Source: an optimization exercise on an open RTL-to-GDS flow (aim: small area). Production flows keep margins and buffers that such runs may drop. Only simulation tests tie the RTL to the original design; equivalence was not proved. Power is estimated from default activity; no workload was simulated.

==> flow/design.v <==
module uart_rx (input clock,
                input i_rst,
                input i_rx,
                output reg [11:0] o_cnt,
                output o_tick,
                output o_tick0,
                output reg [4:0] o_u,
                output o_sample,
                output o_txstart);
    wire [12:0] c;
    assign c[0] = 1'b1;
    genvar k;
    generate for (k = 0; k < 12; k = k + 1) begin : g_inc
        assign c[k+1] = c[k] & o_cnt[k];
    end endgenerate
    assign o_tick  = c[11];
    assign o_tick0 = c[12];
    always @(posedge clock)
        if (i_rst | c[12])
            o_cnt <= 12'd1283;
        else
            o_cnt <= o_cnt ^ c[11:0];
    wire idle  = ~o_u[4] & ~o_u[3];
    wire check = ~o_u[4] & o_u[3] & ~o_u[1];
    always @(posedge clock)
        if (i_rst)
            o_u <= 5'd0;
        else if (idle) begin
            if (!i_rx)
                o_u <= {4'b0110, o_tick};
        end
        else if (check & i_rx)
            o_u <= 5'd0;
        else
            o_u <= o_u + {4'd0, o_tick};
    assign o_sample  = o_tick & o_u[0] & (o_u[4] ^ (o_u[3] & o_u[2] & o_u[1]));
    assign o_txstart = o_tick0 & (&o_u[4:1]);
endmodule
module filter (input wire clock,
               input wire i_rst,
               input wire i_rx,
               input wire i_clr,
               input wire [11:0] i_cnt,
               input wire [4:0] i_u,
               input wire i_sample,
               output reg [7:0] o_q);
    reg [399:0] ring;
    reg [8:0]   x;
    reg         pend;
    reg         nb;         
    reg         ob;         
    reg [5:0]   r;
    wire wr   = pend & (x == 9'd0);
    wire win  = i_u[4] & (i_cnt[11:7] == 5'b11000);
    wire [2:0] bi = i_u[3:1];
    wire step = win & ((i_cnt[6:0] >> bi) == 7'd0);
    wire up   = step & nb & ~ob;
    wire dn   = step & ob & ~nb;
    wire hold = win & (i_cnt[6:0] < 7'd13);
    always @(posedge clock)
        ring <= {ring[398:0], ~i_clr & (wr ? nb : ring[399])};
    wire [9:0] xc;
    assign xc[0] = ~hold;
    genvar k;
    generate for (k = 0; k < 9; k = k + 1) begin : g_x
        assign xc[k+1] = xc[k] & x[k];
    end endgenerate
    wire xwrap = xc[4] & x[7] & x[8];      
    always @(posedge clock) begin
        if (i_rst | xwrap)
            x <= 9'd0;
        else
            x <= x ^ xc[8:0];
        if (i_rst)
            pend <= 1'b0;
        else if (i_sample)
            pend <= 1'b1;
        else if (wr)
            pend <= 1'b0;
        if (i_sample)
            nb <= i_rx;
        if (wr)
            ob <= ring[399];
    end
    wire [6:0] rt;
    wire [8:0] qt;
    assign rt[0] = up | dn;
    generate for (k = 0; k < 6; k = k + 1) begin : g_r
        assign rt[k+1] = rt[k] & (r[k] ^ dn);
    end endgenerate
    wire r49 = r[5] & r[4] & r[0] & ~r[3] & ~r[2] & ~r[1];
    assign qt[0] = (up & r49) | (dn & rt[6]);
    generate for (k = 0; k < 8; k = k + 1) begin : g_q
        assign qt[k+1] = qt[k] & (o_q[k] ^ dn);
    end endgenerate
    always @(posedge clock)
        if (i_rst) begin
            o_q <= 8'd0;
            r   <= 6'd0;
        end
        else begin
            o_q <= o_q ^ qt[7:0];
            if (qt[0])
                r <= {dn, dn, 3'b000, dn};
            else
                r <= r ^ rt[5:0];
        end
endmodule
module uart_tx (input clock,
                input i_rst,
                input i_tick,
                input i_tick0,
                input i_start,
                input [7:0] i_data,
                output o_tx,
                output [3:0] o_led,
                output o_clr);
    reg [3:0] s;
    reg [7:0] data;
    assign o_clr = ~s[3] & ~s[1] & s[0];
    always @(posedge clock)
        if (i_rst)
            s <= 4'd1;
        else if (i_start)
            s <= 4'd7;
        else if (o_clr)
            s <= {3'd0, ~i_tick};
        else
            s <= s + {3'd0, i_tick0 & (s[3] | s[0])};
    always @(posedge clock)
        if (i_rst)
            data <= 8'd0;
        else if (i_start)
            data <= i_data;
    assign o_tx  = s[3] ? data[s[2:0]] : ~(s[1] & s[0]);
    assign o_led = data[3:0];
endmodule
module uart_top(
	input clk,
	input wire rst,
	input wire uart_rx,
	output wire uart_tx,
	output wire[3:0] led
    );
wire [11:0] cnt;
wire        tick;
wire        tick0;
wire [4:0]  u;
wire        sample;
wire        txstart;
wire        clr;
wire [7:0]  q;
uart_rx UART_RX (
	.clock    (clk),
	.i_rst    (rst),
	.i_rx     (uart_rx),
	.o_cnt    (cnt),
	.o_tick   (tick),
	.o_tick0  (tick0),
	.o_u      (u),
	.o_sample (sample),
	.o_txstart(txstart)
	);
filter LPF (
	.clock   (clk),
	.i_rst   (rst),
	.i_rx    (uart_rx),
	.i_clr   (clr),
	.i_cnt   (cnt),
	.i_u     (u),
	.i_sample(sample),
	.o_q     (q)
	);
uart_tx UART_TX (
	.clock    (clk),
	.i_rst    (rst),
	.i_tick   (tick),
	.i_tick0  (tick0),
	.i_start  (txstart),
	.i_data   (q),
	.o_tx     (uart_tx),
	.o_led    (led),
	.o_clr    (clr)
	);
endmodule
clock: 20.0 ns
lec_check: 0
cap_margin: 20
core_margin: 2
core_utilization: 65
cts_cluster_diameter: 100
cts_cluster_size: 30
slew_margin: 20
run.sh (not shown) runs the stock make flow with config.mk's settings and CLKGATE_MAP_FILE= SYNTH_SCRIPT=/design/flow/synth_recipe.tcl, a recipe that flattens the netlist after the stock synthesis.
The starting point went through all stages and came out clean.
==> next run, changes <==
Settings changed: CTS_BUF_LIST set to sky130_fd_sc_hd__clkbuf_8, CTS_CLUSTER_DIAMETER 100 to 60, CTS_CLUSTER_SIZE 30 to 20.
Via count rose by 1.3%; global-route usage decreases by 0.51 points; register-to-register slack loses 0.02 ns; total power falls by 4.1%; flip-flop and latch count does not change; worst setup slack got worse by 0.027 ns; sequential share of layout area is higher by 0.69 points; clock-buffer cell count grows by 7; non-clock buffer count stays the same; wire length decreases by 3.6%; sequential power hardly moves.

==> static timing again, ports no longer ideal <==
Ports are ideal in the flow. The routed layouts listed here were re-timed in OpenROAD.
Step 1 assumes that a clkbuf_16 drives the clock port and a buf_2 every other input.
Step 2 also shifts input and output timing later by t, the mid clock arrival at the registers, as if the neighbouring blocks saw the same clock.
a / b / c = no drivers / after step 1 / after step 2; a / b = the first two.
| run | t (ns) | slack for setup (ns) | slew at the worst register clock pin (ns) | cell pins on the clock port's net |
|---|---|---|---|---|
| the first run | 0.544 | 13.753 / 13.711 / 14.256 | 0.12 / 0.12 | 1 |
| the second run | 0.601 | 13.726 / 13.689 / 14.290 | 0.12 / 0.12 | 1 |
After both steps every run listed still meets setup and hold.
